Context: an optimization exercise on an open-source flow, tuned for small area, a short achievable clock period and few clock cycles per item. The choices shown serve that exercise and are no tape-out recipe.
No functional check of the RTL was part of any run shown here.
No activity file was given, so power comes from the tool's default toggle rates.

==> flow/design.v, too long to show whole: its modules and the start of the top module <==
// module mul_pp_tree: 535 lines
// module mac_tree: 351 lines
// module csa_fa: 4 lines
// module csa_ha: 4 lines
// module matrix_multiplier_v2: 157 lines
module matrix_multiplier_v2
# (
    parameter ADDR_WIDTH = 17,
    parameter DATA_WIDTH = 32
)
(
    input clk,
    input rst,
    input start,
    input [DATA_WIDTH - 1 : 0] x_data,
    input [DATA_WIDTH - 1 : 0] y_data,
    input [ADDR_WIDTH - 1 : 0] x_rows,
    input [ADDR_WIDTH - 1 : 0] y_cols,
    input [ADDR_WIDTH - 1 : 0] x_cols_y_rows,
    output reg [ADDR_WIDTH - 1 : 0] x_addr,
    output reg [ADDR_WIDTH - 1 : 0] y_addr,
    output reg [ADDR_WIDTH - 1 : 0] z_addr,
    output reg [DATA_WIDTH - 1 : 0] z_data,
    output reg z_wen,
    output reg busy
);
  // ...
==> flow/flow/run.sh <==
#!/bin/bash
# The standard layout, with the ports buffered by a plain buffer
# instead of the delay cell buffer_ports picks by default.
set -euo pipefail
bash standard.sh "BUFFER_PORTS_ARGS=-buffer_cell sky130_fd_sc_hd__buf_1" SETUP_SLACK_MARGIN=5.5 finish > standard.log 2>&1
==> flow/standard.sh <==
#!/bin/bash
# synth_recipe.tcl (not shown) runs the flow's synth.tcl, then flattens the netlist and writes it again
# the make line also repeats each setting of config.mk as NAME=value (left out here)
make -C /OpenROAD-flow-scripts/flow DESIGN_CONFIG=/design/flow/config.mk WORK_HOME=/design/flow/orfs CLKGATE_MAP_FILE= SYNTH_SCRIPT=/design/flow/synth_recipe.tcl "${@:-finish}"
==> flow/config.mk <==
export PLATFORM = sky130hd
export DESIGN_NAME = matrix_multiplier_v2
export DESIGN_NICKNAME = matrix_multiplier_v2
export VERILOG_FILES = /design/flow/design.v
export SDC_FILE = /design/flow/constraint.sdc
export NUM_CORES = 4
export LEC_CHECK = 0
export CAP_MARGIN = 20
export CORE_MARGIN = 2
export CORE_UTILIZATION = 60
export CTS_CLUSTER_DIAMETER = 100
export CTS_CLUSTER_SIZE = 20
export SLEW_MARGIN = 20
export SYNTH_HIERARCHICAL = 1
export SYNTH_MINIMUM_KEEP_SIZE = 0
==> flow/constraint.sdc <==
create_clock -name core_clock -period 8.5 [get_ports {clk}]
set_input_delay 1.7000 -clock core_clock [delete_from_list [all_inputs] [get_ports {clk}]]
set_output_delay 1.7000 -clock core_clock [all_outputs]
set_load 0.01 [all_outputs]
==> implementation parameters, run 1 <==
Parameter                              Value

Synth
  Synth async-reset ratio ... 0%
  Cell area after synthesis ... 29,550 um^2
  Number of storage elements in the synthesis netlist ... 484
  Simple-gate share of the synthesized area ... 9.568%
  Fraction of post-synthesis cell area in the top cell type by area ... 30.14%

Cells and area
  Area used by multi-input combinational logic ... 17,330 um^2
  Clock tree buffer count of the final layout ... 34
  Final std cell area, no fill ... 31,020 um^2
  Highest-count cells in the layout ignoring fill and taps ... sky130_fd_sc_hd__dfxtp_1, sky130_fd_sc_hd__xnor2_1, sky130_fd_sc_hd__fa_1

Place
  Placed inst area ... 29,130 um^2

Power
  Power dissipated by switching net loads ... 0.004122 W
  Power dissipated in the clock network ... 0.00140 W
  Power attributed to combinational cells ... 0.00562 W

Worst hold path
  Worst min-delay path endpoint ... f2
  Path type of the worst min-delay path ... reg -> reg
  Cell depth of the worst hold path ... 0

Route
  Total length of routed met3 wires ... 5.412 mm
  DRC marker count from the first detailed-route iteration ... 1,646

Floorplanning
  # rows ... 81
  Placeable core region ... 48,750 um^2
  Initial Utilization ... 60.63%

Setup path
  Critical path's most frequent cell ... sky130_fd_sc_hd__fa_1
  Startpoint kind of the worst setup timing path ... flop

Run status
  Outcome ... complete, no violations

STA
  Rel. slew slack ... 35.10%
  Worst hold margin ... 324.4 ps
==> module matrix_multiplier_v2, before the edit <==
module matrix_multiplier_v2
# (
    parameter ADDR_WIDTH = 17,
    parameter DATA_WIDTH = 32
)
(
    input clk,
    input rst,
    input start,
    input [DATA_WIDTH - 1 : 0] x_data,
    input [DATA_WIDTH - 1 : 0] y_data,
    input [ADDR_WIDTH - 1 : 0] x_rows,
    input [ADDR_WIDTH - 1 : 0] y_cols,
    input [ADDR_WIDTH - 1 : 0] x_cols_y_rows,
    output reg [ADDR_WIDTH - 1 : 0] x_addr,
    output reg [ADDR_WIDTH - 1 : 0] y_addr,
    output reg [ADDR_WIDTH - 1 : 0] z_addr,
    output reg [DATA_WIDTH - 1 : 0] z_data,
    output reg z_wen,
    output reg busy
);
localparam AW = ADDR_WIDTH;
localparam DW = DATA_WIDTH;
localparam MW = 167;
localparam ND = 16;
reg          act;        
reg          kz;         
reg          k1, c1;     
reg          fst;        
reg          lk, lc, lr; 
reg [AW-1:0] kcnt;       
reg [AW-1:0] cm1;        
reg [AW-1:0] rcnt;       
reg [AW-1:0] col;        
reg [AW-1:0] rowbase;    
wire [AW-1:0] col_inc = col + 1'b1;
wire [AW-1:0] x_inc   = x_addr + 1'b1;
always @(posedge clk) begin
    if (rst)
        act <= 1'b0;
    else if (start)
        act <= (x_rows != 0) && (y_cols != 0);
    else if (lk && lc && lr)
        act <= 1'b0;
end
always @(posedge clk) begin
    if (start) begin
        kz      <= (x_cols_y_rows == 0);
        k1      <= (x_cols_y_rows == 1);
        c1      <= (y_cols == 1);
        lk      <= (x_cols_y_rows == 0) || (x_cols_y_rows == 1);
        lc      <= (y_cols == 1);
        lr      <= (x_rows == 1);
        kcnt    <= x_cols_y_rows;
        cm1     <= y_cols - 1'b1;
        rcnt    <= x_rows;
        col     <= {AW{1'b0}};
        rowbase <= {AW{1'b0}};
        x_addr  <= {AW{1'b0}};
        y_addr  <= {AW{1'b0}};
        fst     <= 1'b1;
    end else begin
        fst <= lk;
        if (!lk) begin
            kcnt   <= kcnt - 1'b1;
            lk     <= (kcnt == 2);
            x_addr <= x_inc;
            y_addr <= y_addr + cm1 + 1'b1;
        end else begin
            kcnt <= x_cols_y_rows;
            lk   <= kz | k1;
            if (!lc) begin
                lc     <= (col_inc == cm1);
                col    <= col_inc;
                y_addr <= col_inc;
                x_addr <= rowbase;
            end else begin
                lc      <= c1;
                col     <= {AW{1'b0}};
                y_addr  <= {AW{1'b0}};
                rcnt    <= rcnt - 1'b1;
                lr      <= (rcnt == 2);
                rowbase <= x_inc;
                x_addr  <= x_inc;
            end
        end
    end
end
reg v1, f1, l1;                      
reg v2, f2, l2;                      
reg [DW-1:0] a_r;
reg [DW-1:0] b_r;
reg [ND-1:0] one_d, two_d, neg_d;    
reg v3, f3, l3;                      
reg [MW-1:0] mid_r;
reg v4, l4;                          
reg [DW-1:0] acc_s, acc_c;
wire [MW-1:0] mid;
wire [DW-1:0] nxt_s, nxt_c;
mul_pp_tree mul_pp_tree
(
    .A(a_r),
    .ONE(one_d),
    .TWO(two_d),
    .NEG(neg_d),
    .MID(mid)
);
mac_tree mac_tree
(
    .MID(mid_r),
    .ACC(f3 ? {DW{1'b0}} : acc_s),
    .ACC2(f3 ? {DW{1'b0}} : acc_c),
    .S(nxt_s),
    .C(nxt_c)
);
always @(posedge clk) begin
    if (rst) begin
        v1 <= 1'b0; v2 <= 1'b0; v3 <= 1'b0; v4 <= 1'b0;
        z_wen <= 1'b0;
        busy  <= 1'b0;
    end else begin
        v1 <= act;
        v2 <= v1;
        v3 <= v2;
        v4 <= v3;
        z_wen <= v4 & l4;
        busy  <= (start & (x_rows != 0) & (y_cols != 0)) | act | v1 | v2 | v3 | v4;
    end
end
wire [DW:0] yb = {b_r, 1'b0};
integer i;
always @* begin
    for (i = 0; i < ND; i = i + 1) begin
        one_d[i] = yb[2*i+1] ^ yb[2*i];
        two_d[i] = (yb[2*i+2] ^ yb[2*i+1]) & ~(yb[2*i+1] ^ yb[2*i]);
        neg_d[i] = yb[2*i+2] & ~(yb[2*i+1] & yb[2*i]);
    end
end
always @(posedge clk) begin
    f1 <= fst;    l1 <= lk;
    f2 <= f1;     l2 <= l1;
    f3 <= f2;     l3 <= l2;
    l4 <= l3;
    a_r <= kz ? {DW{1'b0}} : x_data;
    b_r <= y_data;
    mid_r <= mid;
    acc_s <= nxt_s;
    acc_c <= nxt_c;
    z_data <= acc_s + acc_c;
end
always @(posedge clk) begin
    if (start)
        z_addr <= {AW{1'b0}};
    else if (z_wen)
        z_addr <= z_addr + 1'b1;
end
endmodule
==> inputs of run 2 (changes only) <==
--- a/flow/design.v
+++ b/flow/design.v
@@ -1,16 +1,16 @@
 `timescale 1ns / 1ps
 module mul_pp_tree
 (
     input  [31:0] A,
     input  [15:0] ONE,
     input  [15:0] TWO,
     input  [15:0] NEG,
-    output [166:0] MID
+    output [118:0] MID
 );
 wire pp0_0 = (ONE[0] & A[0]) ^ NEG[0];
 wire pp0_1 = ((ONE[0] & A[1]) | (TWO[0] & A[0])) ^ NEG[0];
 wire pp0_2 = ((ONE[0] & A[2]) | (TWO[0] & A[1])) ^ NEG[0];
 wire pp0_3 = ((ONE[0] & A[3]) | (TWO[0] & A[2])) ^ NEG[0];
 wire pp0_4 = ((ONE[0] & A[4]) | (TWO[0] & A[3])) ^ NEG[0];
 wire pp0_5 = ((ONE[0] & A[5]) | (TWO[0] & A[4])) ^ NEG[0];
 wire pp0_6 = ((ONE[0] & A[6]) | (TWO[0] & A[5])) ^ NEG[0];
@@ -527,368 +527,302 @@
 csa_fa u_m245 (.a(m24), .b(m125), .c(m127), .s(m245), .co(m246));
 wire m247, m248;
 csa_fa u_m247 (.a(m129), .b(m131), .c(m118), .s(m247), .co(m248));
 wire m249, m250;
 csa_fa u_m249 (.a(m120), .b(m122), .c(m124), .s(m249), .co(m250));
 wire m251 = m32 ^ m133 ^ m134;
 wire m252 = m135 ^ m136 ^ m126;
 wire m253 = m128 ^ m130 ^ m132;
-assign MID = {m250, m248, m246, m253, m252, m251, m244, m242, m240, m249, m247, m245, m238, m236, m234, m243, m241, m239, m232, m230, m228, m237, m235, m233, m226, m224, m222, m231, m229, m227, m220, m218, m216, m225, m223, m221, m214, m212, m210, m219, m217, m215, m208, m206, m204, m213, m211, m209, m202, m200, m198, m207, m205, m203, m196, m194, m192, m201, m199, m197, m190, m188, m186, m195, m193, m191, m184, m182, m180, m189, m187, m185, m178, m176, m174, m183, m181, m179, m172, m170, m168, m177, m175, m173, m166, m164, m162, m171, m169, m167, m160, m158, m156, m165, m163, m161, m154, m152, m150, m159, m157, m155, m148, m146, m153, m151, m149, NEG[7], m144, m142, m147, m145, pp6_1, pp5_3, m140, m143, m141, NEG[6], pp6_0, pp5_2, m138, m139, pp5_1, pp4_3, pp3_5, pp2_7, m137, NEG[5], pp5_0, pp4_2, pp3_4, pp2_6, pp4_1, pp3_3, pp2_5, pp1_7, pp0_9, NEG[4], pp4_0, pp3_2, pp2_4, pp1_6, pp0_8, pp3_1, pp2_3, pp1_5, pp0_7, NEG[3], pp3_0, pp2_2, pp1_4, pp0_6, pp2_1, pp1_3, pp0_5, NEG[2], pp2_0, pp1_2, pp0_4, pp1_1, pp0_3, NEG[1], pp1_0, pp0_2, pp0_1, NEG[0], pp0_0};
+wire m254, m255;
+csa_ha u_m254 (.a(pp0_6), .b(pp1_4), .s(m254), .co(m255));
+wire m256, m257;
+csa_ha u_m256 (.a(pp0_7), .b(pp1_5), .s(m256), .co(m257));
+wire m258, m259;
+csa_fa u_m258 (.a(pp0_8), .b(pp1_6), .c(pp2_4), .s(m258), .co(m259));
+wire m260, m261;
+csa_ha u_m260 (.a(pp3_2), .b(pp4_0), .s(m260), .co(m261));
+wire m262, m263;
+csa_fa u_m262 (.a(pp0_9), .b(pp1_7), .c(pp2_5), .s(m262), .co(m263));
+wire m264, m265;
+csa_ha u_m264 (.a(pp3_3), .b(pp4_1), .s(m264), .co(m265));
+wire m266, m267;
+csa_fa u_m266 (.a(pp2_6), .b(pp3_4), .c(pp4_2), .s(m266), .co(m267));
+wire m268, m269;
+csa_fa u_m268 (.a(pp5_0), .b(NEG[5]), .c(m137), .s(m268), .co(m269));
+wire m270, m271;
+csa_fa u_m270 (.a(pp2_7), .b(pp3_5), .c(pp4_3), .s(m270), .co(m271));
+wire m272, m273;
+csa_fa u_m272 (.a(pp5_1), .b(m139), .c(m138), .s(m272), .co(m273));
+wire m274, m275;
+csa_fa u_m274 (.a(pp5_2), .b(pp6_0), .c(NEG[6]), .s(m274), .co(m275));
+wire m276, m277;
+csa_fa u_m276 (.a(m141), .b(m143), .c(m140), .s(m276), .co(m277));
+wire m278, m279;
+csa_fa u_m278 (.a(pp5_3), .b(pp6_1), .c(m145), .s(m278), .co(m279));
+wire m280, m281;
+csa_fa u_m280 (.a(m147), .b(m142), .c(m144), .s(m280), .co(m281));
+wire m282, m283;
+csa_fa u_m282 (.a(NEG[7]), .b(m149), .c(m151), .s(m282), .co(m283));
+wire m284, m285;
+csa_fa u_m284 (.a(m153), .b(m146), .c(m148), .s(m284), .co(m285));
+wire m286, m287;
+csa_fa u_m286 (.a(m155), .b(m157), .c(m159), .s(m286), .co(m287));
+wire m288, m289;
+csa_fa u_m288 (.a(m150), .b(m152), .c(m154), .s(m288), .co(m289));
+wire m290, m291;
+csa_fa u_m290 (.a(m161), .b(m163), .c(m165), .s(m290), .co(m291));
+wire m292, m293;
+csa_fa u_m292 (.a(m156), .b(m158), .c(m160), .s(m292), .co(m293));
+wire m294, m295;
+csa_fa u_m294 (.a(m167), .b(m169), .c(m171), .s(m294), .co(m295));
+wire m296, m297;
+csa_fa u_m296 (.a(m162), .b(m164), .c(m166), .s(m296), .co(m297));
+wire m298, m299;
+csa_fa u_m298 (.a(m173), .b(m175), .c(m177), .s(m298), .co(m299));
+wire m300, m301;
+csa_fa u_m300 (.a(m168), .b(m170), .c(m172), .s(m300), .co(m301));
+wire m302, m303;
+csa_fa u_m302 (.a(m179), .b(m181), .c(m183), .s(m302), .co(m303));
+wire m304, m305;
+csa_fa u_m304 (.a(m174), .b(m176), .c(m178), .s(m304), .co(m305));
+wire m306, m307;
+csa_fa u_m306 (.a(m185), .b(m187), .c(m189), .s(m306), .co(m307));
+wire m308, m309;
+csa_fa u_m308 (.a(m180), .b(m182), .c(m184), .s(m308), .co(m309));
+wire m310, m311;
+csa_fa u_m310 (.a(m191), .b(m193), .c(m195), .s(m310), .co(m311));
+wire m312, m313;
+csa_fa u_m312 (.a(m186), .b(m188), .c(m190), .s(m312), .co(m313));
+wire m314, m315;
+csa_fa u_m314 (.a(m197), .b(m199), .c(m201), .s(m314), .co(m315));
+wire m316, m317;
+csa_fa u_m316 (.a(m192), .b(m194), .c(m196), .s(m316), .co(m317));
+wire m318, m319;
+csa_fa u_m318 (.a(m203), .b(m205), .c(m207), .s(m318), .co(m319));
+wire m320, m321;
+csa_fa u_m320 (.a(m198), .b(m200), .c(m202), .s(m320), .co(m321));
+wire m322, m323;
+csa_fa u_m322 (.a(m209), .b(m211), .c(m213), .s(m322), .co(m323));
+wire m324, m325;
+csa_fa u_m324 (.a(m204), .b(m206), .c(m208), .s(m324), .co(m325));
+wire m326, m327;
+csa_fa u_m326 (.a(m215), .b(m217), .c(m219), .s(m326), .co(m327));
+wire m328, m329;
+csa_fa u_m328 (.a(m210), .b(m212), .c(m214), .s(m328), .co(m329));
+wire m330, m331;
+csa_fa u_m330 (.a(m221), .b(m223), .c(m225), .s(m330), .co(m331));
+wire m332, m333;
+csa_fa u_m332 (.a(m216), .b(m218), .c(m220), .s(m332), .co(m333));
+wire m334, m335;
+csa_fa u_m334 (.a(m227), .b(m229), .c(m231), .s(m334), .co(m335));
+wire m336, m337;
+csa_fa u_m336 (.a(m222), .b(m224), .c(m226), .s(m336), .co(m337));
+wire m338, m339;
+csa_fa u_m338 (.a(m233), .b(m235), .c(m237), .s(m338), .co(m339));
+wire m340, m341;
+csa_fa u_m340 (.a(m228), .b(m230), .c(m232), .s(m340), .co(m341));
+wire m342, m343;
+csa_fa u_m342 (.a(m239), .b(m241), .c(m243), .s(m342), .co(m343));
+wire m344, m345;
+csa_fa u_m344 (.a(m234), .b(m236), .c(m238), .s(m344), .co(m345));
+wire m346, m347;
+csa_fa u_m346 (.a(m245), .b(m247), .c(m249), .s(m346), .co(m347));
+wire m348, m349;
+csa_fa u_m348 (.a(m240), .b(m242), .c(m244), .s(m348), .co(m349));
+wire m350 = m251 ^ m252 ^ m253;
+wire m351 = m246 ^ m248 ^ m250;
+assign MID = {m349, m347, m351, m350, m345, m343, m348, m346, m341, m339, m344, m342, m337, m335, m340, m338, m333, m331, m336, m334, m329, m327, m332, m330, m325, m323, m328, m326, m321, m319, m324, m322, m317, m315, m320, m318, m313, m311, m316, m314, m309, m307, m312, m310, m305, m303, m308, m306, m301, m299, m304, m302, m297, m295, m300, m298, m293, m291, m296, m294, m289, m287, m292, m290, m285, m283, m288, m286, m281, m279, m284, m282, m277, m275, m280, m278, m273, m271, m276, m274, m269, m267, m272, m270, m265, m263, m268, m266, m261, m259, m264, m262, m257, m260, m258, NEG[4], m255, m256, pp3_1, pp2_3, m254, NEG[3], pp3_0, pp2_2, pp2_1, pp1_3, pp0_5, NEG[2], pp2_0, pp1_2, pp0_4, pp1_1, pp0_3, NEG[1], pp1_0, pp0_2, pp0_1, NEG[0], pp0_0};
 endmodule
 module mac_tree
 (
-    input  [166:0] MID,
+    input  [118:0] MID,
     input  [31:0] ACC,
-    input  [31:0] ACC2,
-    output [31:0] S,
-    output [31:0] C
+    output [31:0] SUM
 );
 wire k1, k2;
-csa_ha u_k1 (.a(MID[15]), .b(MID[16]), .s(k1), .co(k2));
+csa_ha u_k1 (.a(MID[8]), .b(MID[9]), .s(k1), .co(k2));
 wire k3, k4;
-csa_ha u_k3 (.a(MID[20]), .b(MID[21]), .s(k3), .co(k4));
+csa_ha u_k3 (.a(MID[12]), .b(MID[13]), .s(k3), .co(k4));
 wire k5, k6;
-csa_fa u_k5 (.a(MID[24]), .b(MID[25]), .c(MID[26]), .s(k5), .co(k6));
+csa_fa u_k5 (.a(MID[15]), .b(MID[16]), .c(MID[17]), .s(k5), .co(k6));
 wire k7, k8;
-csa_ha u_k7 (.a(MID[27]), .b(MID[28]), .s(k7), .co(k8));
+csa_fa u_k7 (.a(MID[19]), .b(MID[20]), .c(MID[21]), .s(k7), .co(k8));
 wire k9, k10;
-csa_fa u_k9 (.a(MID[30]), .b(MID[31]), .c(MID[32]), .s(k9), .co(k10));
+csa_fa u_k9 (.a(MID[23]), .b(MID[24]), .c(MID[25]), .s(k9), .co(k10));
 wire k11, k12;
-csa_ha u_k11 (.a(MID[33]), .b(MID[34]), .s(k11), .co(k12));
+csa_fa u_k11 (.a(MID[27]), .b(MID[28]), .c(MID[29]), .s(k11), .co(k12));
 wire k13, k14;
-csa_fa u_k13 (.a(MID[35]), .b(MID[36]), .c(MID[37]), .s(k13), .co(k14));
+csa_fa u_k13 (.a(MID[31]), .b(MID[32]), .c(MID[33]), .s(k13), .co(k14));
 wire k15, k16;
-csa_fa u_k15 (.a(MID[38]), .b(MID[39]), .c(MID[40]), .s(k15), .co(k16));
+csa_fa u_k15 (.a(MID[35]), .b(MID[36]), .c(MID[37]), .s(k15), .co(k16));
 wire k17, k18;
-csa_fa u_k17 (.a(MID[41]), .b(MID[42]), .c(MID[43]), .s(k17), .co(k18));
+csa_fa u_k17 (.a(MID[39]), .b(MID[40]), .c(MID[41]), .s(k17), .co(k18));
 wire k19, k20;
-csa_fa u_k19 (.a(MID[44]), .b(MID[45]), .c(MID[46]), .s(k19), .co(k20));
+csa_fa u_k19 (.a(MID[43]), .b(MID[44]), .c(MID[45]), .s(k19), .co(k20));
 wire k21, k22;
 csa_fa u_k21 (.a(MID[47]), .b(MID[48]), .c(MID[49]), .s(k21), .co(k22));
 wire k23, k24;
-csa_fa u_k23 (.a(MID[50]), .b(MID[51]), .c(MID[52]), .s(k23), .co(k24));
+csa_fa u_k23 (.a(MID[51]), .b(MID[52]), .c(MID[53]), .s(k23), .co(k24));
 wire k25, k26;
-csa_fa u_k25 (.a(MID[53]), .b(MID[54]), .c(MID[55]), .s(k25), .co(k26));
+csa_fa u_k25 (.a(MID[55]), .b(MID[56]), .c(MID[57]), .s(k25), .co(k26));
 wire k27, k28;
-csa_fa u_k27 (.a(MID[56]), .b(MID[57]), .c(MID[58]), .s(k27), .co(k28));
+csa_fa u_k27 (.a(MID[59]), .b(MID[60]), .c(MID[61]), .s(k27), .co(k28));
 wire k29, k30;
-csa_fa u_k29 (.a(MID[59]), .b(MID[60]), .c(MID[61]), .s(k29), .co(k30));
+csa_fa u_k29 (.a(MID[63]), .b(MID[64]), .c(MID[65]), .s(k29), .co(k30));
 wire k31, k32;
-csa_fa u_k31 (.a(MID[62]), .b(MID[63]), .c(MID[64]), .s(k31), .co(k32));
+csa_fa u_k31 (.a(MID[67]), .b(MID[68]), .c(MID[69]), .s(k31), .co(k32));
 wire k33, k34;
-csa_fa u_k33 (.a(MID[65]), .b(MID[66]), .c(MID[67]), .s(k33), .co(k34));
+csa_fa u_k33 (.a(MID[71]), .b(MID[72]), .c(MID[73]), .s(k33), .co(k34));
 wire k35, k36;
-csa_fa u_k35 (.a(MID[68]), .b(MID[69]), .c(MID[70]), .s(k35), .co(k36));
+csa_fa u_k35 (.a(MID[75]), .b(MID[76]), .c(MID[77]), .s(k35), .co(k36));
 wire k37, k38;
-csa_fa u_k37 (.a(MID[71]), .b(MID[72]), .c(MID[73]), .s(k37), .co(k38));
+csa_fa u_k37 (.a(MID[79]), .b(MID[80]), .c(MID[81]), .s(k37), .co(k38));
 wire k39, k40;
-csa_fa u_k39 (.a(MID[74]), .b(MID[75]), .c(MID[76]), .s(k39), .co(k40));
+csa_fa u_k39 (.a(MID[83]), .b(MID[84]), .c(MID[85]), .s(k39), .co(k40));
 wire k41, k42;
-csa_fa u_k41 (.a(MID[77]), .b(MID[78]), .c(MID[79]), .s(k41), .co(k42));
+csa_fa u_k41 (.a(MID[87]), .b(MID[88]), .c(MID[89]), .s(k41), .co(k42));
 wire k43, k44;
-csa_fa u_k43 (.a(MID[80]), .b(MID[81]), .c(MID[82]), .s(k43), .co(k44));
+csa_fa u_k43 (.a(MID[91]), .b(MID[92]), .c(MID[93]), .s(k43), .co(k44));
 wire k45, k46;
-csa_fa u_k45 (.a(MID[83]), .b(MID[84]), .c(MID[85]), .s(k45), .co(k46));
+csa_fa u_k45 (.a(MID[95]), .b(MID[96]), .c(MID[97]), .s(k45), .co(k46));
 wire k47, k48;
-csa_fa u_k47 (.a(MID[86]), .b(MID[87]), .c(MID[88]), .s(k47), .co(k48));
+csa_fa u_k47 (.a(MID[99]), .b(MID[100]), .c(MID[101]), .s(k47), .co(k48));
 wire k49, k50;
-csa_fa u_k49 (.a(MID[89]), .b(MID[90]), .c(MID[91]), .s(k49), .co(k50));
+csa_fa u_k49 (.a(MID[103]), .b(MID[104]), .c(MID[105]), .s(k49), .co(k50));
 wire k51, k52;
-csa_fa u_k51 (.a(MID[92]), .b(MID[93]), .c(MID[94]), .s(k51), .co(k52));
+csa_fa u_k51 (.a(MID[107]), .b(MID[108]), .c(MID[109]), .s(k51), .co(k52));
 wire k53, k54;
-csa_fa u_k53 (.a(MID[95]), .b(MID[96]), .c(MID[97]), .s(k53), .co(k54));
-wire k55, k56;
-csa_fa u_k55 (.a(MID[98]), .b(MID[99]), .c(MID[100]), .s(k55), .co(k56));
-wire k57, k58;
-csa_fa u_k57 (.a(MID[101]), .b(MID[102]), .c(MID[103]), .s(k57), .co(k58));
-wire k59, k60;
-csa_fa u_k59 (.a(MID[104]), .b(MID[105]), .c(MID[106]), .s(k59), .co(k60));
-wire k61, k62;
-csa_fa u_k61 (.a(MID[107]), .b(MID[108]), .c(MID[109]), .s(k61), .co(k62));
-wire k63, k64;
-csa_fa u_k63 (.a(MID[110]), .b(MID[111]), .c(MID[112]), .s(k63), .co(k64));
-wire k65, k66;
-csa_fa u_k65 (.a(MID[113]), .b(MID[114]), .c(MID[115]), .s(k65), .co(k66));
-wire k67, k68;
-csa_fa u_k67 (.a(MID[116]), .b(MID[117]), .c(MID[118]), .s(k67), .co(k68));
-wire k69, k70;
-csa_fa u_k69 (.a(MID[119]), .b(MID[120]), .c(MID[121]), .s(k69), .co(k70));
-wire k71, k72;
-csa_fa u_k71 (.a(MID[122]), .b(MID[123]), .c(MID[124]), .s(k71), .co(k72));
-wire k73, k74;
-csa_fa u_k73 (.a(MID[125]), .b(MID[126]), .c(MID[127]), .s(k73), .co(k74));
-wire k75, k76;
-csa_fa u_k75 (.a(MID[128]), .b(MID[129]), .c(MID[130]), .s(k75), .co(k76));
-wire k77, k78;
-csa_fa u_k77 (.a(MID[131]), .b(MID[132]), .c(MID[133]), .s(k77), .co(k78));
-wire k79, k80;
-csa_fa u_k79 (.a(MID[134]), .b(MID[135]), .c(MID[136]), .s(k79), .co(k80));
-wire k81, k82;
-csa_fa u_k81 (.a(MID[137]), .b(MID[138]), .c(MID[139]), .s(k81), .co(k82));
-wire k83, k84;
-csa_fa u_k83 (.a(MID[140]), .b(MID[141]), .c(MID[142]), .s(k83), .co(k84));
-wire k85, k86;
-csa_fa u_k85 (.a(MID[143]), .b(MID[144]), .c(MID[145]), .s(k85), .co(k86));
-wire k87, k88;
-csa_fa u_k87 (.a(MID[146]), .b(MID[147]), .c(MID[148]), .s(k87), .co(k88));
-wire k89, k90;
-csa_fa u_k89 (.a(MID[149]), .b(MID[150]), .c(MID[151]), .s(k89), .co(k90));
-wire k91, k92;
-csa_fa u_k91 (.a(MID[152]), .b(MID[153]), .c(MID[154]), .s(k91), .co(k92));
-wire k93, k94;
-csa_fa u_k93 (.a(MID[155]), .b(MID[156]), .c(MID[157]), .s(k93), .co(k94));
-wire k95, k96;
-csa_fa u_k95 (.a(MID[158]), .b(MID[159]), .c(MID[160]), .s(k95), .co(k96));
-wire k97 = MID[161] ^ MID[162] ^ MID[163];
-wire k98 = MID[164] ^ MID[165] ^ MID[166];
-wire k99, k100;
-csa_ha u_k99 (.a(MID[3]), .b(MID[4]), .s(k99), .co(k100));
-wire k101, k102;
-csa_ha u_k101 (.a(MID[6]), .b(MID[7]), .s(k101), .co(k102));
-wire k103, k104;
-csa_fa u_k103 (.a(MID[8]), .b(MID[9]), .c(MID[10]), .s(k103), .co(k104));
-wire k105, k106;
-csa_ha u_k105 (.a(MID[11]), .b(ACC[4]), .s(k105), .co(k106));
-wire k107, k108;
-csa_fa u_k107 (.a(MID[12]), .b(MID[13]), .c(MID[14]), .s(k107), .co(k108));
-wire k109, k110;
-csa_ha u_k109 (.a(ACC[5]), .b(ACC2[5]), .s(k109), .co(k110));
-wire k111, k112;
-csa_fa u_k111 (.a(MID[17]), .b(MID[18]), .c(MID[19]), .s(k111), .co(k112));
-wire k113, k114;
-csa_fa u_k113 (.a(ACC[6]), .b(ACC2[6]), .c(k1), .s(k113), .co(k114));
+csa_fa u_k53 (.a(MID[111]), .b(MID[112]), .c(MID[113]), .s(k53), .co(k54));
+wire k55 = MID[115] ^ MID[116] ^ MID[117];
+wire k56, k57;
+csa_ha u_k56 (.a(MID[3]), .b(MID[4]), .s(k56), .co(k57));
+wire k58, k59;
+csa_ha u_k58 (.a(MID[6]), .b(MID[7]), .s(k58), .co(k59));
+wire k60, k61;
+csa_fa u_k60 (.a(MID[10]), .b(MID[11]), .c(ACC[4]), .s(k60), .co(k61));
+wire k62, k63;
+csa_fa u_k62 (.a(MID[14]), .b(ACC[5]), .c(k3), .s(k62), .co(k63));
+wire k64, k65;
+csa_fa u_k64 (.a(MID[18]), .b(ACC[6]), .c(k5), .s(k64), .co(k65));
+wire k66, k67;
+csa_fa u_k66 (.a(MID[22]), .b(ACC[7]), .c(k7), .s(k66), .co(k67));
+wire k68, k69;
+csa_fa u_k68 (.a(MID[26]), .b(ACC[8]), .c(k9), .s(k68), .co(k69));
+wire k70, k71;
+csa_fa u_k70 (.a(MID[30]), .b(ACC[9]), .c(k11), .s(k70), .co(k71));
+wire k72, k73;
+csa_fa u_k72 (.a(MID[34]), .b(ACC[10]), .c(k13), .s(k72), .co(k73));
+wire k74, k75;
+csa_fa u_k74 (.a(MID[38]), .b(ACC[11]), .c(k15), .s(k74), .co(k75));
+wire k76, k77;
+csa_fa u_k76 (.a(MID[42]), .b(ACC[12]), .c(k17), .s(k76), .co(k77));
+wire k78, k79;
+csa_fa u_k78 (.a(MID[46]), .b(ACC[13]), .c(k19), .s(k78), .co(k79));
+wire k80, k81;
+csa_fa u_k80 (.a(MID[50]), .b(ACC[14]), .c(k21), .s(k80), .co(k81));
+wire k82, k83;
+csa_fa u_k82 (.a(MID[54]), .b(ACC[15]), .c(k23), .s(k82), .co(k83));
+wire k84, k85;
+csa_fa u_k84 (.a(MID[58]), .b(ACC[16]), .c(k25), .s(k84), .co(k85));
+wire k86, k87;
+csa_fa u_k86 (.a(MID[62]), .b(ACC[17]), .c(k27), .s(k86), .co(k87));
+wire k88, k89;
+csa_fa u_k88 (.a(MID[66]), .b(ACC[18]), .c(k29), .s(k88), .co(k89));
+wire k90, k91;
+csa_fa u_k90 (.a(MID[70]), .b(ACC[19]), .c(k31), .s(k90), .co(k91));
+wire k92, k93;
+csa_fa u_k92 (.a(MID[74]), .b(ACC[20]), .c(k33), .s(k92), .co(k93));
+wire k94, k95;
+csa_fa u_k94 (.a(MID[78]), .b(ACC[21]), .c(k35), .s(k94), .co(k95));
+wire k96, k97;
+csa_fa u_k96 (.a(MID[82]), .b(ACC[22]), .c(k37), .s(k96), .co(k97));
+wire k98, k99;
+csa_fa u_k98 (.a(MID[86]), .b(ACC[23]), .c(k39), .s(k98), .co(k99));
+wire k100, k101;
+csa_fa u_k100 (.a(MID[90]), .b(ACC[24]), .c(k41), .s(k100), .co(k101));
+wire k102, k103;
+csa_fa u_k102 (.a(MID[94]), .b(ACC[25]), .c(k43), .s(k102), .co(k103));
+wire k104, k105;
+csa_fa u_k104 (.a(MID[98]), .b(ACC[26]), .c(k45), .s(k104), .co(k105));
+wire k106, k107;
+csa_fa u_k106 (.a(MID[102]), .b(ACC[27]), .c(k47), .s(k106), .co(k107));
+wire k108, k109;
+csa_fa u_k108 (.a(MID[106]), .b(ACC[28]), .c(k49), .s(k108), .co(k109));
+wire k110, k111;
+csa_fa u_k110 (.a(MID[110]), .b(ACC[29]), .c(k51), .s(k110), .co(k111));
+wire k112, k113;
+csa_fa u_k112 (.a(MID[114]), .b(ACC[30]), .c(k53), .s(k112), .co(k113));
+wire k114 = MID[118] ^ ACC[31] ^ k55;
 wire k115, k116;
-csa_fa u_k115 (.a(MID[22]), .b(MID[23]), .c(ACC[7]), .s(k115), .co(k116));
+csa_ha u_k115 (.a(MID[0]), .b(MID[1]), .s(k115), .co(k116));
 wire k117, k118;
-csa_fa u_k117 (.a(ACC2[7]), .b(k3), .c(k2), .s(k117), .co(k118));
+csa_ha u_k117 (.a(MID[2]), .b(ACC[1]), .s(k117), .co(k118));
 wire k119, k120;
-csa_fa u_k119 (.a(MID[29]), .b(ACC[8]), .c(ACC2[8]), .s(k119), .co(k120));
+csa_fa u_k119 (.a(MID[5]), .b(ACC[2]), .c(k56), .s(k119), .co(k120));
 wire k121, k122;
-csa_fa u_k121 (.a(k5), .b(k7), .c(k4), .s(k121), .co(k122));
+csa_fa u_k121 (.a(ACC[3]), .b(k58), .c(k57), .s(k121), .co(k122));
 wire k123, k124;
-csa_fa u_k123 (.a(ACC[9]), .b(ACC2[9]), .c(k9), .s(k123), .co(k124));
+csa_fa u_k123 (.a(k1), .b(k60), .c(k59), .s(k123), .co(k124));
 wire k125, k126;
-csa_fa u_k125 (.a(k11), .b(k6), .c(k8), .s(k125), .co(k126));
+csa_fa u_k125 (.a(k2), .b(k62), .c(k61), .s(k125), .co(k126));
 wire k127, k128;
-csa_fa u_k127 (.a(ACC[10]), .b(ACC2[10]), .c(k13), .s(k127), .co(k128));
+csa_fa u_k127 (.a(k4), .b(k64), .c(k63), .s(k127), .co(k128));
 wire k129, k130;
-csa_fa u_k129 (.a(k15), .b(k10), .c(k12), .s(k129), .co(k130));
+csa_fa u_k129 (.a(k6), .b(k66), .c(k65), .s(k129), .co(k130));
 wire k131, k132;
-csa_fa u_k131 (.a(ACC[11]), .b(ACC2[11]), .c(k17), .s(k131), .co(k132));
+csa_fa u_k131 (.a(k8), .b(k68), .c(k67), .s(k131), .co(k132));
 wire k133, k134;
-csa_fa u_k133 (.a(k19), .b(k14), .c(k16), .s(k133), .co(k134));
+csa_fa u_k133 (.a(k10), .b(k70), .c(k69), .s(k133), .co(k134));
 wire k135, k136;
-csa_fa u_k135 (.a(ACC[12]), .b(ACC2[12]), .c(k21), .s(k135), .co(k136));
+csa_fa u_k135 (.a(k12), .b(k72), .c(k71), .s(k135), .co(k136));
 wire k137, k138;
-csa_fa u_k137 (.a(k23), .b(k18), .c(k20), .s(k137), .co(k138));
+csa_fa u_k137 (.a(k14), .b(k74), .c(k73), .s(k137), .co(k138));
 wire k139, k140;
-csa_fa u_k139 (.a(ACC[13]), .b(ACC2[13]), .c(k25), .s(k139), .co(k140));
+csa_fa u_k139 (.a(k16), .b(k76), .c(k75), .s(k139), .co(k140));
 wire k141, k142;
-csa_fa u_k141 (.a(k27), .b(k22), .c(k24), .s(k141), .co(k142));
+csa_fa u_k141 (.a(k18), .b(k78), .c(k77), .s(k141), .co(k142));
 wire k143, k144;
-csa_fa u_k143 (.a(ACC[14]), .b(ACC2[14]), .c(k29), .s(k143), .co(k144));
+csa_fa u_k143 (.a(k20), .b(k80), .c(k79), .s(k143), .co(k144));
 wire k145, k146;
-csa_fa u_k145 (.a(k31), .b(k26), .c(k28), .s(k145), .co(k146));
+csa_fa u_k145 (.a(k22), .b(k82), .c(k81), .s(k145), .co(k146));
 wire k147, k148;
-csa_fa u_k147 (.a(ACC[15]), .b(ACC2[15]), .c(k33), .s(k147), .co(k148));
+csa_fa u_k147 (.a(k24), .b(k84), .c(k83), .s(k147), .co(k148));
 wire k149, k150;
-csa_fa u_k149 (.a(k35), .b(k30), .c(k32), .s(k149), .co(k150));
+csa_fa u_k149 (.a(k26), .b(k86), .c(k85), .s(k149), .co(k150));
 wire k151, k152;
-csa_fa u_k151 (.a(ACC[16]), .b(ACC2[16]), .c(k37), .s(k151), .co(k152));
+csa_fa u_k151 (.a(k28), .b(k88), .c(k87), .s(k151), .co(k152));
 wire k153, k154;
-csa_fa u_k153 (.a(k39), .b(k34), .c(k36), .s(k153), .co(k154));
+csa_fa u_k153 (.a(k30), .b(k90), .c(k89), .s(k153), .co(k154));
 wire k155, k156;
-csa_fa u_k155 (.a(ACC[17]), .b(ACC2[17]), .c(k41), .s(k155), .co(k156));
+csa_fa u_k155 (.a(k32), .b(k92), .c(k91), .s(k155), .co(k156));
 wire k157, k158;
-csa_fa u_k157 (.a(k43), .b(k38), .c(k40), .s(k157), .co(k158));
+csa_fa u_k157 (.a(k34), .b(k94), .c(k93), .s(k157), .co(k158));
 wire k159, k160;
-csa_fa u_k159 (.a(ACC[18]), .b(ACC2[18]), .c(k45), .s(k159), .co(k160));
+csa_fa u_k159 (.a(k36), .b(k96), .c(k95), .s(k159), .co(k160));
 wire k161, k162;
-csa_fa u_k161 (.a(k47), .b(k42), .c(k44), .s(k161), .co(k162));
+csa_fa u_k161 (.a(k38), .b(k98), .c(k97), .s(k161), .co(k162));
 wire k163, k164;
-csa_fa u_k163 (.a(ACC[19]), .b(ACC2[19]), .c(k49), .s(k163), .co(k164));
+csa_fa u_k163 (.a(k40), .b(k100), .c(k99), .s(k163), .co(k164));
 wire k165, k166;
-csa_fa u_k165 (.a(k51), .b(k46), .c(k48), .s(k165), .co(k166));
+csa_fa u_k165 (.a(k42), .b(k102), .c(k101), .s(k165), .co(k166));
 wire k167, k168;
-csa_fa u_k167 (.a(ACC[20]), .b(ACC2[20]), .c(k53), .s(k167), .co(k168));
+csa_fa u_k167 (.a(k44), .b(k104), .c(k103), .s(k167), .co(k168));
 wire k169, k170;
-csa_fa u_k169 (.a(k55), .b(k50), .c(k52), .s(k169), .co(k170));
+csa_fa u_k169 (.a(k46), .b(k106), .c(k105), .s(k169), .co(k170));
 wire k171, k172;
-csa_fa u_k171 (.a(ACC[21]), .b(ACC2[21]), .c(k57), .s(k171), .co(k172));
+csa_fa u_k171 (.a(k48), .b(k108), .c(k107), .s(k171), .co(k172));
 wire k173, k174;
-csa_fa u_k173 (.a(k59), .b(k54), .c(k56), .s(k173), .co(k174));
+csa_fa u_k173 (.a(k50), .b(k110), .c(k109), .s(k173), .co(k174));
 wire k175, k176;
-csa_fa u_k175 (.a(ACC[22]), .b(ACC2[22]), .c(k61), .s(k175), .co(k176));
-wire k177, k178;
-csa_fa u_k177 (.a(k63), .b(k58), .c(k60), .s(k177), .co(k178));
-wire k179, k180;
-csa_fa u_k179 (.a(ACC[23]), .b(ACC2[23]), .c(k65), .s(k179), .co(k180));
-wire k181, k182;
-csa_fa u_k181 (.a(k67), .b(k62), .c(k64), .s(k181), .co(k182));
-wire k183, k184;
-csa_fa u_k183 (.a(ACC[24]), .b(ACC2[24]), .c(k69), .s(k183), .co(k184));
-wire k185, k186;
-csa_fa u_k185 (.a(k71), .b(k66), .c(k68), .s(k185), .co(k186));
-wire k187, k188;
-csa_fa u_k187 (.a(ACC[25]), .b(ACC2[25]), .c(k73), .s(k187), .co(k188));
-wire k189, k190;
-csa_fa u_k189 (.a(k75), .b(k70), .c(k72), .s(k189), .co(k190));
-wire k191, k192;
-csa_fa u_k191 (.a(ACC[26]), .b(ACC2[26]), .c(k77), .s(k191), .co(k192));
-wire k193, k194;
-csa_fa u_k193 (.a(k79), .b(k74), .c(k76), .s(k193), .co(k194));
-wire k195, k196;
-csa_fa u_k195 (.a(ACC[27]), .b(ACC2[27]), .c(k81), .s(k195), .co(k196));
-wire k197, k198;
-csa_fa u_k197 (.a(k83), .b(k78), .c(k80), .s(k197), .co(k198));
-wire k199, k200;
-csa_fa u_k199 (.a(ACC[28]), .b(ACC2[28]), .c(k85), .s(k199), .co(k200));
-wire k201, k202;
-csa_fa u_k201 (.a(k87), .b(k82), .c(k84), .s(k201), .co(k202));
-wire k203, k204;
-csa_fa u_k203 (.a(ACC[29]), .b(ACC2[29]), .c(k89), .s(k203), .co(k204));
-wire k205, k206;
-csa_fa u_k205 (.a(k91), .b(k86), .c(k88), .s(k205), .co(k206));
-wire k207, k208;
-csa_fa u_k207 (.a(ACC[30]), .b(ACC2[30]), .c(k93), .s(k207), .co(k208));
-wire k209, k210;
-csa_fa u_k209 (.a(k95), .b(k90), .c(k92), .s(k209), .co(k210));
-wire k211 = ACC[31] ^ ACC2[31] ^ k97;
-wire k212 = k98 ^ k94 ^ k96;
-wire k213, k214;
-csa_ha u_k213 (.a(MID[0]), .b(MID[1]), .s(k213), .co(k214));
-wire k215, k216;
-csa_ha u_k215 (.a(MID[2]), .b(ACC[1]), .s(k215), .co(k216));
-wire k217, k218;
-csa_fa u_k217 (.a(MID[5]), .b(ACC[2]), .c(ACC2[2]), .s(k217), .co(k218));
-wire k219, k220;
-csa_fa u_k219 (.a(ACC[3]), .b(ACC2[3]), .c(k101), .s(k219), .co(k220));
-wire k221, k222;
-csa_fa u_k221 (.a(ACC2[4]), .b(k103), .c(k105), .s(k221), .co(k222));
-wire k223, k224;
-csa_fa u_k223 (.a(k107), .b(k109), .c(k104), .s(k223), .co(k224));
-wire k225, k226;
-csa_fa u_k225 (.a(k111), .b(k113), .c(k108), .s(k225), .co(k226));
-wire k227, k228;
-csa_fa u_k227 (.a(k115), .b(k117), .c(k112), .s(k227), .co(k228));
-wire k229, k230;
-csa_fa u_k229 (.a(k119), .b(k121), .c(k116), .s(k229), .co(k230));
-wire k231, k232;
-csa_fa u_k231 (.a(k123), .b(k125), .c(k120), .s(k231), .co(k232));
-wire k233, k234;
-csa_fa u_k233 (.a(k127), .b(k129), .c(k124), .s(k233), .co(k234));
-wire k235, k236;
-csa_fa u_k235 (.a(k131), .b(k133), .c(k128), .s(k235), .co(k236));
-wire k237, k238;
-csa_fa u_k237 (.a(k135), .b(k137), .c(k132), .s(k237), .co(k238));
-wire k239, k240;
-csa_fa u_k239 (.a(k139), .b(k141), .c(k136), .s(k239), .co(k240));
-wire k241, k242;
-csa_fa u_k241 (.a(k143), .b(k145), .c(k140), .s(k241), .co(k242));
-wire k243, k244;
-csa_fa u_k243 (.a(k147), .b(k149), .c(k144), .s(k243), .co(k244));
-wire k245, k246;
-csa_fa u_k245 (.a(k151), .b(k153), .c(k148), .s(k245), .co(k246));
-wire k247, k248;
-csa_fa u_k247 (.a(k155), .b(k157), .c(k152), .s(k247), .co(k248));
-wire k249, k250;
-csa_fa u_k249 (.a(k159), .b(k161), .c(k156), .s(k249), .co(k250));
-wire k251, k252;
-csa_fa u_k251 (.a(k163), .b(k165), .c(k160), .s(k251), .co(k252));
-wire k253, k254;
-csa_fa u_k253 (.a(k167), .b(k169), .c(k164), .s(k253), .co(k254));
-wire k255, k256;
-csa_fa u_k255 (.a(k171), .b(k173), .c(k168), .s(k255), .co(k256));
-wire k257, k258;
-csa_fa u_k257 (.a(k175), .b(k177), .c(k172), .s(k257), .co(k258));
-wire k259, k260;
-csa_fa u_k259 (.a(k179), .b(k181), .c(k176), .s(k259), .co(k260));
-wire k261, k262;
-csa_fa u_k261 (.a(k183), .b(k185), .c(k180), .s(k261), .co(k262));
-wire k263, k264;
-csa_fa u_k263 (.a(k187), .b(k189), .c(k184), .s(k263), .co(k264));
-wire k265, k266;
-csa_fa u_k265 (.a(k191), .b(k193), .c(k188), .s(k265), .co(k266));
-wire k267, k268;
-csa_fa u_k267 (.a(k195), .b(k197), .c(k192), .s(k267), .co(k268));
-wire k269, k270;
-csa_fa u_k269 (.a(k199), .b(k201), .c(k196), .s(k269), .co(k270));
-wire k271, k272;
-csa_fa u_k271 (.a(k203), .b(k205), .c(k200), .s(k271), .co(k272));
-wire k273, k274;
-csa_fa u_k273 (.a(k207), .b(k209), .c(k204), .s(k273), .co(k274));
-wire k275 = k211 ^ k212 ^ k208;
-wire k276, k277;
-csa_ha u_k276 (.a(ACC[0]), .b(ACC2[0]), .s(k276), .co(k277));
-wire k278, k279;
-csa_fa u_k278 (.a(ACC2[1]), .b(k215), .c(k214), .s(k278), .co(k279));
-wire k280, k281;
-csa_fa u_k280 (.a(k99), .b(k217), .c(k216), .s(k280), .co(k281));
-wire k282, k283;
-csa_fa u_k282 (.a(k100), .b(k219), .c(k218), .s(k282), .co(k283));
-wire k284, k285;
-csa_fa u_k284 (.a(k102), .b(k221), .c(k220), .s(k284), .co(k285));
-wire k286, k287;
-csa_fa u_k286 (.a(k106), .b(k223), .c(k222), .s(k286), .co(k287));
-wire k288, k289;
-csa_fa u_k288 (.a(k110), .b(k225), .c(k224), .s(k288), .co(k289));
-wire k290, k291;
-csa_fa u_k290 (.a(k114), .b(k227), .c(k226), .s(k290), .co(k291));
-wire k292, k293;
-csa_fa u_k292 (.a(k118), .b(k229), .c(k228), .s(k292), .co(k293));
-wire k294, k295;
-csa_fa u_k294 (.a(k122), .b(k231), .c(k230), .s(k294), .co(k295));
-wire k296, k297;
-csa_fa u_k296 (.a(k126), .b(k233), .c(k232), .s(k296), .co(k297));
-wire k298, k299;
-csa_fa u_k298 (.a(k130), .b(k235), .c(k234), .s(k298), .co(k299));
-wire k300, k301;
-csa_fa u_k300 (.a(k134), .b(k237), .c(k236), .s(k300), .co(k301));
-wire k302, k303;
-csa_fa u_k302 (.a(k138), .b(k239), .c(k238), .s(k302), .co(k303));
-wire k304, k305;
-csa_fa u_k304 (.a(k142), .b(k241), .c(k240), .s(k304), .co(k305));
-wire k306, k307;
-csa_fa u_k306 (.a(k146), .b(k243), .c(k242), .s(k306), .co(k307));
-wire k308, k309;
-csa_fa u_k308 (.a(k150), .b(k245), .c(k244), .s(k308), .co(k309));
-wire k310, k311;
-csa_fa u_k310 (.a(k154), .b(k247), .c(k246), .s(k310), .co(k311));
-wire k312, k313;
-csa_fa u_k312 (.a(k158), .b(k249), .c(k248), .s(k312), .co(k313));
-wire k314, k315;
-csa_fa u_k314 (.a(k162), .b(k251), .c(k250), .s(k314), .co(k315));
-wire k316, k317;
-csa_fa u_k316 (.a(k166), .b(k253), .c(k252), .s(k316), .co(k317));
-wire k318, k319;
-csa_fa u_k318 (.a(k170), .b(k255), .c(k254), .s(k318), .co(k319));
-wire k320, k321;
-csa_fa u_k320 (.a(k174), .b(k257), .c(k256), .s(k320), .co(k321));
-wire k322, k323;
-csa_fa u_k322 (.a(k178), .b(k259), .c(k258), .s(k322), .co(k323));
-wire k324, k325;
-csa_fa u_k324 (.a(k182), .b(k261), .c(k260), .s(k324), .co(k325));
-wire k326, k327;
-csa_fa u_k326 (.a(k186), .b(k263), .c(k262), .s(k326), .co(k327));
-wire k328, k329;
-csa_fa u_k328 (.a(k190), .b(k265), .c(k264), .s(k328), .co(k329));
-wire k330, k331;
-csa_fa u_k330 (.a(k194), .b(k267), .c(k266), .s(k330), .co(k331));
-wire k332, k333;
-csa_fa u_k332 (.a(k198), .b(k269), .c(k268), .s(k332), .co(k333));
-wire k334, k335;
-csa_fa u_k334 (.a(k202), .b(k271), .c(k270), .s(k334), .co(k335));
-wire k336, k337;
-csa_fa u_k336 (.a(k206), .b(k273), .c(k272), .s(k336), .co(k337));
-wire k338 = k210 ^ k275 ^ k274;
-wire [31:0] ra = {k338, k336, k334, k332, k330, k328, k326, k324, k322, k320, k318, k316, k314, k312, k310, k308, k306, k304, k302, k300, k298, k296, k294, k292, k290, k288, k286, k284, k282, k280, k278, k213};
-wire [31:0] rb = {k337, k335, k333, k331, k329, k327, k325, k323, k321, k319, k317, k315, k313, k311, k309, k307, k305, k303, k301, k299, k297, k295, k293, k291, k289, k287, k285, k283, k281, k279, k277, k276};
-assign S = ra;
-assign C = rb;
+csa_fa u_k175 (.a(k52), .b(k112), .c(k111), .s(k175), .co(k176));
+wire k177 = k54 ^ k114 ^ k113;
+wire [31:0] ra = {k177, k175, k173, k171, k169, k167, k165, k163, k161, k159, k157, k155, k153, k151, k149, k147, k145, k143, k141, k139, k137, k135, k133, k131, k129, k127, k125, k123, k121, k119, k117, ACC[0]};
+wire [31:0] rb = {k176, k174, k172, k170, k168, k166, k164, k162, k160, k158, k156, k154, k152, k150, k148, k146, k144, k142, k140, k138, k136, k134, k132, k130, k128, k126, k124, k122, k120, k118, k116, k115};
+assign SUM = ra + rb;
 endmodule
 module csa_fa (input a, input b, input c, output s, output co);
 assign s = a ^ b ^ c;
 assign co = (a & b) | (a & c) | (b & c);
 endmodule
 module csa_ha (input a, input b, output s, output co);
 assign s = a ^ b;
 assign co = a & b;
@@ -912,142 +846,122 @@
     output reg [ADDR_WIDTH - 1 : 0] y_addr,
     output reg [ADDR_WIDTH - 1 : 0] z_addr,
     output reg [DATA_WIDTH - 1 : 0] z_data,
     output reg z_wen,
     output reg busy
 );
 localparam AW = ADDR_WIDTH;
 localparam DW = DATA_WIDTH;
-localparam MW = 167;
+localparam MW = 119;
 localparam ND = 16;
 reg          act;        
 reg          kz;         
-reg          k1, c1;     
 reg          fst;        
-reg          lk, lc, lr; 
 reg [AW-1:0] kcnt;       
-reg [AW-1:0] cm1;        
-reg [AW-1:0] rcnt;       
 reg [AW-1:0] col;        
+reg [AW-1:0] row;        
 reg [AW-1:0] rowbase;    
 wire [AW-1:0] col_inc = col + 1'b1;
+wire [AW-1:0] row_inc = row + 1'b1;
 wire [AW-1:0] x_inc   = x_addr + 1'b1;
+wire last_k = kz | (kcnt == 1);
+wire last_c = (col_inc == y_cols);
+wire last_r = (row_inc == x_rows);
 always @(posedge clk) begin
     if (rst)
         act <= 1'b0;
     else if (start)
         act <= (x_rows != 0) && (y_cols != 0);
-    else if (lk && lc && lr)
+    else if (last_k && last_c && last_r)
         act <= 1'b0;
 end
 always @(posedge clk) begin
     if (start) begin
         kz      <= (x_cols_y_rows == 0);
-        k1      <= (x_cols_y_rows == 1);
-        c1      <= (y_cols == 1);
-        lk      <= (x_cols_y_rows == 0) || (x_cols_y_rows == 1);
-        lc      <= (y_cols == 1);
-        lr      <= (x_rows == 1);
         kcnt    <= x_cols_y_rows;
-        cm1     <= y_cols - 1'b1;
-        rcnt    <= x_rows;
         col     <= {AW{1'b0}};
+        row     <= {AW{1'b0}};
         rowbase <= {AW{1'b0}};
         x_addr  <= {AW{1'b0}};
         y_addr  <= {AW{1'b0}};
         fst     <= 1'b1;
     end else begin
-        fst <= lk;
-        if (!lk) begin
+        fst <= last_k;
+        if (!last_k) begin
             kcnt   <= kcnt - 1'b1;
-            lk     <= (kcnt == 2);
             x_addr <= x_inc;
-            y_addr <= y_addr + cm1 + 1'b1;
+            y_addr <= y_addr + y_cols;
         end else begin
             kcnt <= x_cols_y_rows;
-            lk   <= kz | k1;
-            if (!lc) begin
-                lc     <= (col_inc == cm1);
+            if (!last_c) begin
                 col    <= col_inc;
                 y_addr <= col_inc;
                 x_addr <= rowbase;
             end else begin
-                lc      <= c1;
                 col     <= {AW{1'b0}};
                 y_addr  <= {AW{1'b0}};
-                rcnt    <= rcnt - 1'b1;
-                lr      <= (rcnt == 2);
+                row     <= row_inc;
                 rowbase <= x_inc;
                 x_addr  <= x_inc;
             end
         end
     end
 end
-reg v1, f1, l1;                      
-reg v2, f2, l2;                      
+reg v1, f1, l1;
+reg v2, f2, l2;
 reg [DW-1:0] a_r;
-reg [DW-1:0] b_r;
-reg [ND-1:0] one_d, two_d, neg_d;    
-reg v3, f3, l3;                      
+reg [ND-1:0] one_r, two_r, neg_r;    
+reg v3, f3, l3;
 reg [MW-1:0] mid_r;
-reg v4, l4;                          
-reg [DW-1:0] acc_s, acc_c;
 wire [MW-1:0] mid;
-wire [DW-1:0] nxt_s, nxt_c;
+wire [DW-1:0] sum;
 mul_pp_tree mul_pp_tree
 (
     .A(a_r),
-    .ONE(one_d),
-    .TWO(two_d),
-    .NEG(neg_d),
+    .ONE(one_r),
+    .TWO(two_r),
+    .NEG(neg_r),
     .MID(mid)
 );
 mac_tree mac_tree
 (
     .MID(mid_r),
-    .ACC(f3 ? {DW{1'b0}} : acc_s),
-    .ACC2(f3 ? {DW{1'b0}} : acc_c),
-    .S(nxt_s),
-    .C(nxt_c)
+    .ACC(f3 ? {DW{1'b0}} : z_data),
+    .SUM(sum)
 );
 always @(posedge clk) begin
     if (rst) begin
-        v1 <= 1'b0; v2 <= 1'b0; v3 <= 1'b0; v4 <= 1'b0;
+        v1 <= 1'b0; v2 <= 1'b0; v3 <= 1'b0;
         z_wen <= 1'b0;
         busy  <= 1'b0;
     end else begin
         v1 <= act;
         v2 <= v1;
         v3 <= v2;
-        v4 <= v3;
-        z_wen <= v4 & l4;
-        busy  <= (start & (x_rows != 0) & (y_cols != 0)) | act | v1 | v2 | v3 | v4;
+        z_wen <= v3 & l3;
+        busy  <= (start & (x_rows != 0) & (y_cols != 0)) | act | v1 | v2 | v3;
     end
 end
-wire [DW:0] yb = {b_r, 1'b0};
+wire [DW:0] yb = {y_data, 1'b0};
 integer i;
-always @* begin
+always @(posedge clk) begin
     for (i = 0; i < ND; i = i + 1) begin
-        one_d[i] = yb[2*i+1] ^ yb[2*i];
-        two_d[i] = (yb[2*i+2] ^ yb[2*i+1]) & ~(yb[2*i+1] ^ yb[2*i]);
-        neg_d[i] = yb[2*i+2] & ~(yb[2*i+1] & yb[2*i]);
+        one_r[i] <= yb[2*i+1] ^ yb[2*i];
+        two_r[i] <= (yb[2*i+2] ^ yb[2*i+1]) & ~(yb[2*i+1] ^ yb[2*i]);
+        neg_r[i] <= yb[2*i+2] & ~(yb[2*i+1] & yb[2*i]);
     end
 end
 always @(posedge clk) begin
-    f1 <= fst;    l1 <= lk;
+    f1 <= fst;    l1 <= last_k;
     f2 <= f1;     l2 <= l1;
     f3 <= f2;     l3 <= l2;
-    l4 <= l3;
     a_r <= kz ? {DW{1'b0}} : x_data;
-    b_r <= y_data;
     mid_r <= mid;
-    acc_s <= nxt_s;
-    acc_c <= nxt_c;
-    z_data <= acc_s + acc_c;
+    z_data <= sum;
 end
 always @(posedge clk) begin
     if (start)
         z_addr <= {AW{1'b0}};
     else if (z_wen)
         z_addr <= z_addr + 1'b1;
 end
 endmodule
==> flow/run.sh (new file) <==
#!/bin/bash
# synth_recipe.tcl (not shown) runs the flow's synth.tcl, then flattens the netlist and writes it again
# the make line also repeats each setting of config.mk as NAME=value (left out here)
make -C /OpenROAD-flow-scripts/flow DESIGN_CONFIG=/design/flow/config.mk WORK_HOME=/design/flow/orfs CLKGATE_MAP_FILE= SYNTH_SCRIPT=/design/flow/synth_recipe.tcl finish
==> flow/config.mk (replaced) <==
export PLATFORM = sky130hd
export DESIGN_NAME = matrix_multiplier_v2
export DESIGN_NICKNAME = matrix_multiplier_v2
export VERILOG_FILES = /design/flow/design.v
export SDC_FILE = /design/flow/constraint.sdc
export NUM_CORES = 4
export LEC_CHECK = 0
export CAP_MARGIN = 20
export CORE_MARGIN = 2
export CORE_UTILIZATION = 40
export SETUP_SLACK_MARGIN = 5
export SLEW_MARGIN = 20
export SYNTH_HIERARCHICAL = 1
export SYNTH_MINIMUM_KEEP_SIZE = 0
removed: flow/flow/run.sh
removed: flow/standard.sh
==> run 2 against run 1 <==
- clock skew fell by 4.9 ps
- synthesized cell count is 8.2% lower
- cell count is 3.7% higher
- via count decreased by 0.93%
- worst hold slack got worse by 1.4 ps
- combinational power grew 100%
- critical path type is now in -> reg
- maximum frequency decreased by 26%
- non-clock buffer count is 14 higher
- highest routed layer unchanged
- sequential power down 27%
- largest cell class unchanged
- count of clock-buffer cells in the layout grew 18
==> implementation parameters, run 2 <==
Parameter                              Value

Synth
  Cell taking the most area after synthesis ... sky130_fd_sc_hd__dfxtp_1 (unchanged)
  Leading cell type by number of instances after synthesis ... sky130_fd_sc_hd__xnor2_1 (was sky130_fd_sc_hd__dfxtp_1)
  Fraction of post-synthesis cell area in the top cell type by area ... 28.14% (was 30.14%)
  Proportion of synthesized chip area in sequential cells ... 28.25% (was 34.11%)
  YS warnings ... 7 (unchanged)
  Number of synthesized flops with an enable pin ... 1 (was 39)
  Post-synthesis adder-cell area fraction ... 22.39% (was 21.81%)
  Cell area after synthesis ... 25,830 um^2 (was 29,550 um^2)
  Net Count, Synth ... 3,033 (was 3,300)
  Simple-gate share of the synthesized area ... 11.52% (was 9.568%)
  Main synth FF type ... sky130_fd_sc_hd__dfxtp_1 (unchanged)
  Top cells by area in the synthesized netlist ... sky130_fd_sc_hd__dfxtp_1, sky130_fd_sc_hd__fa_1, sky130_fd_sc_hd__xnor2_1 (unchanged)
  Top post-synthesis cells by count ... sky130_fd_sc_hd__xnor2_1, sky130_fd_sc_hd__dfxtp_1, sky130_fd_sc_hd__a22oi_1 (was sky130_fd_sc_hd__dfxtp_1, sky130_fd_sc_hd__xnor2_1, sky130_fd_sc_hd__a22oi_1, sky130_fd_sc_hd__fa_1, sky130_fd_sc_hd__buf_4)
  Number of storage elements in the synthesis netlist ... 364 (was 484)
  Post-synthesis average cell area ... 9.975 um^2 (was 10.48 um^2)
  Compound-cell area share of the yosys netlist ... 14.52% (was 11.99%)
  Post-synthesis cell type count ... 89 (was 66)
  Share of cell area taken by muxes after synthesis ... 0.3198% (was 0.1355%)
  XOR/XNOR Fraction of Synth Area ... 15.98% (was 13.63%)
  Combinational family with the most area after synthesis ... adder cells (unchanged)
  Synth Instances ... 2,589 (was 2,821)
  Synth async-reset ratio ... 0% (unchanged)

Setup path
  Required time of the worst setup path ... 8910 ps (was 8970 ps)
  Worst Setup Path Type ... in -> reg (was reg -> reg)
  Combined buffer and inverter count along the critical path ... 3 (was 2)
  Chain of cells forming the critical path ... buf_8 -> xnor2_4 -> a311oi_2 -> a21oi_1 -> or4_1 -> a211o_1 -> or4_4 -> buf_12 -> bufbuf_16 -> o31ai_4 -> a21oi_2 (was ha_4 -> buf_12 -> nor2_4 -> buf_12 -> a22oi_2 -> xnor2_1 -> fa_1 -> fa_1 -> fa_1)
  Reg2reg setup slack ... 4780 ps (was 5520 ps)
  Startpoint kind of the worst setup timing path ... primary input (was flop)
  Dominant delay contributor by cell family on the critical path ... simple AND/OR/NAND/NOR gates (was adder cells)
  Critical Path Sink Type ... flop (unchanged)
  Worst-path maximum fanout ... 5 (unchanged)
  Worst path max stage delay ... 530 ps (was 620 ps)
  CP max stage cell ... sky130_fd_sc_hd__or4_4 (was sky130_fd_sc_hd__fa_1)
  Data arrival, critical path ... 4440 ps (was 3450 ps)

Route
  Iteration count of the initial detailed-routing pass ... 6 (unchanged)
  Number of antenna-violating nets in the routed design ... 0 (unchanged)
  Vias after detailed routing ... 19,703 (was 19,887)
  Total routed wirelength ... 76.49 mm (was 75.06 mm)
  DRC marker count from the first detailed-route iteration ... 1,716 (was 1,646)
  Detailed-route wire length per cell ... 21.65 um (was 22.03 um)
  Remaining routing DRC violations ... 0 (unchanged)
  Vias per std cell ... 5.577 (was 5.837)

Cells and area
  Net count, final ... 3,082 (was 3,213)
  Share of final-layout standard cells stronger than drive strength 1 ... 15.16% (was 8.610%)
  Filler instances ... 5,744 (was 4,021)
  Top reg by flops ... mid_r (unchanged)
  Most frequent standard cell in the layout excluding fill and tap cells ... sky130_fd_sc_hd__xnor2_1 (was sky130_fd_sc_hd__dfxtp_1)
  Largest registers ranked by flip-flop count ... mid_r x119, a_r x32, z_data x32
  Final std cell area, no fill ... 31,140 um^2 (was 31,020 um^2)
  Area growth, synth to finish ... 20.57% (was 4.966%)
  Flip-flop count of the largest register after layout ... 119 (was 167)
  Post-route core utilization ... 48.56% (was 63.64%)
  Highest-count cells in the layout ignoring fill and taps ... sky130_fd_sc_hd__xnor2_1, sky130_fd_sc_hd__dfxtp_1, sky130_fd_sc_hd__a22oi_1 (was sky130_fd_sc_hd__dfxtp_1, sky130_fd_sc_hd__xnor2_1, sky130_fd_sc_hd__fa_1)

Global route
  Maximum number of pins on one net before global-route repair ... 76 (was 65)
  Antenna violations before repair ... 17 (was 4)
  Overflow left after global routing ... 0 (unchanged)
  Total track usage ... 22.51% (was 29.99%)
  Vias in the first global route ... 20,380 (was 20,490)
  Wire length of the first global-routing pass ... 117.9 mm (was 117.1 mm)

Place
  Final weighted congestion of routability-driven global placement ... 0.8783 (was 0.8994)
  Quantity of I/O buffers inserted on ports ... 202 (unchanged)
  Hpwl dp ... 52.42 mm (was 52.39 mm)
  Setup Slack @ Placement ... 3313 ps (was 4622 ps)
  Placed inst area ... 27,580 um^2 (was 29,130 um^2)

Clock network
  Maximum clock insertion buffer count ... 3 (unchanged)
  TritonCTS Buffers ... 44 (was 28)
  Clk sink count ... 364 (was 484)
  Clock latency of the later-clocked register in the worst-skew pair ... 590 ps (was 620 ps)
  CTS Root Buffer Type ... sky130_fd_sc_hd__clkbuf_16 (unchanged)
  Number of buffers inserted by hold repair at cts ... 0 (unchanged)
  TritonCTS clock tree ... yes (unchanged)
  Depth of the CTS H-tree ... 2 (was 1)
  Clock slew at reported path FFs ... 60 ps (was 90 ps)

STA
  Worst Max-Slew Pin Slew ... 1093 ps (was 972.1 ps)
  Total negative slack for setup checks ... 0 ps (unchanged)
  Max-slew violations ... 0 (unchanged)
  Worst-case clock skew ... 31.47 ps (was 36.32 ps)
  Period Utilization, post-route ... 47.38% (was 35.07%)
  Worst hold margin ... 323.0 ps (was 324.4 ps)
  Unrepaired setup endpoints after global routing ... yes (unchanged)
  Min Tclk post-route ... 4028 ps (was 2981 ps)
  Max frequency ... 248.3 MHz (was 335.4 MHz)
  Worst path setup slack after routing ... 4472 ps (was 5519 ps)
  Rel. slew slack ... 27.05% (was 35.10%)
  Setup Viol. Count Final ... 0 (unchanged)
  Final hold violation count ... 0 (unchanged)

Floorplanning
  Placeable core region ... 64,120 um^2 (was 48,750 um^2)
  Die height ... 258.1 um (was 225.9 um)
  Die Footprint ... 66,610 um^2 (was 51,050 um^2)
  Top-Level Pins ... 203 (unchanged)
  Die X ... 258.1 um (was 225.9 um)
  Initial Utilization ... 40.28% (was 60.63%)
  # rows ... 93 (was 81)

Power
  Pwr Density ... 517.8 nW/um^2 (was 336.1 nW/um^2)
  Maximum vdd ir drop ... 0.4503 mV (was 0.1798 mV)
  Pleak ... 11.40 nW (was 11.52 nW)

Run status
  Outcome ... complete, no violations (unchanged)

Worst hold path
  Path type of the worst min-delay path ... reg -> reg (unchanged)

Run
  Count of max-cap constraint violations ... 0 (unchanged)
[run 2: changes by cell type after synthesis, sizes merged, moves of 34 or more]
cell    previous run  this run
nand2            150       106
edfxtp            39         1
nor2             121       159
buf              274       204
clkbuf           140       106
o21ai             99        56
dfxtp            445       363
[run 2: layout make-up]
class	instances	area, um^2	area share (%)
repair buffers	311	3169	10.18
multi-input cells	1892	17790	57.13
clock buffers	52	1214	3.898
inverters	25	96.34	0.3094
clock inverters	28	447.9	1.439
flip-flops and latches	364	7337	23.56
well taps	855	1070	3.436
diodes	6	15.01	0.04822
[run 2: Yosys stat by module (local to each module, per instance)]
module | times used | cells | flops+latches
mac_tree | 1 | 274 | 0
csa_fa | 225 | 1 | 0
mul_pp_tree | 1 | 819 | 0
matrix_multiplier_v2 | 1 | 1240 | 364
csa_ha | 31 | 1 | 0
[run 2: routing by layer]
metal	wire (um)	track usage (%)	up-vias
met5	148	0	-
met4	3044	9.024	22
met3	6161	5.389	216
met2	36370	37.52	832
met1	30770	28.04	9694
li1	-	-	8939
[run 2: cells by family after synthesis]
kind of cell / after synthesis
DFF: 364
and+or+nand+nor: 580
xor gates and xnor gates: 463
adders and majority gates: 326
buffers and inverters: 335
muxes: 8
AOI/OAI and AO/OA: 513
[run 2: final timing paths]
kind / to / startpoint / cells after the start
setup / recovery: row[14] / y_cols[10] / 11
hold / removal: f1 / fst / 0
setup reg to reg: z_data[30] / mid_r[27] / 11
hold reg to reg: f1 / fst / 0
[run 2: report_power, final]
part	leakage (nW)	switching [W]	internal [W]
Combinational	7.55	0.00615	0.00536
Sequential	3.04	0.000272	0.00221
Clock	0.807	0.000785	0.00133
[run 2: what timing repair did]
action                                  in CTS  in global routing
resized for setup                          224                107
endpoints found under the setup margin     109                106
gates cloned                                10                  5
pin swaps                                   86                 70
endpoints found under the hold margin        0                  0
setup buffers                               37                 16
[run 2: per-stage QoR]
step	std cells	total power, W
5_1_grt	3531	0.01728
3_5_place_dp	3379	0.01160
6_report	3533	0.01612
4_1_cts	3506	0.01530
3_3_place_gp	3379	0.01143
2_1_floorplan	2589	0.009988
[run 2: worst register-to-register path, stage by stage, from the launching register on]
cell and delay (ps):
sky130_fd_sc_hd__dfxtp_2 330, sky130_fd_sc_hd__fa_1 560, sky130_fd_sc_hd__fa_1 430, sky130_fd_sc_hd__fa_1 540
sky130_fd_sc_hd__ha_4 220, sky130_fd_sc_hd__a21o_4 240, sky130_fd_sc_hd__a221oi_4 310, sky130_fd_sc_hd__a2111oi_4 110
sky130_fd_sc_hd__buf_4 180, sky130_fd_sc_hd__o31ai_4 330, sky130_fd_sc_hd__nor3_2 90, sky130_fd_sc_hd__a211o_1 260

Re-timed with assumed drivers on the ports (clkbuf_16 on the clock, buf_2 on other inputs), run 2 has 4.492 ns of setup slack against 4.472 ns with ideal ports, and 3.857 ns once port delays also move by the mid clock arrival of 0.635 ns.
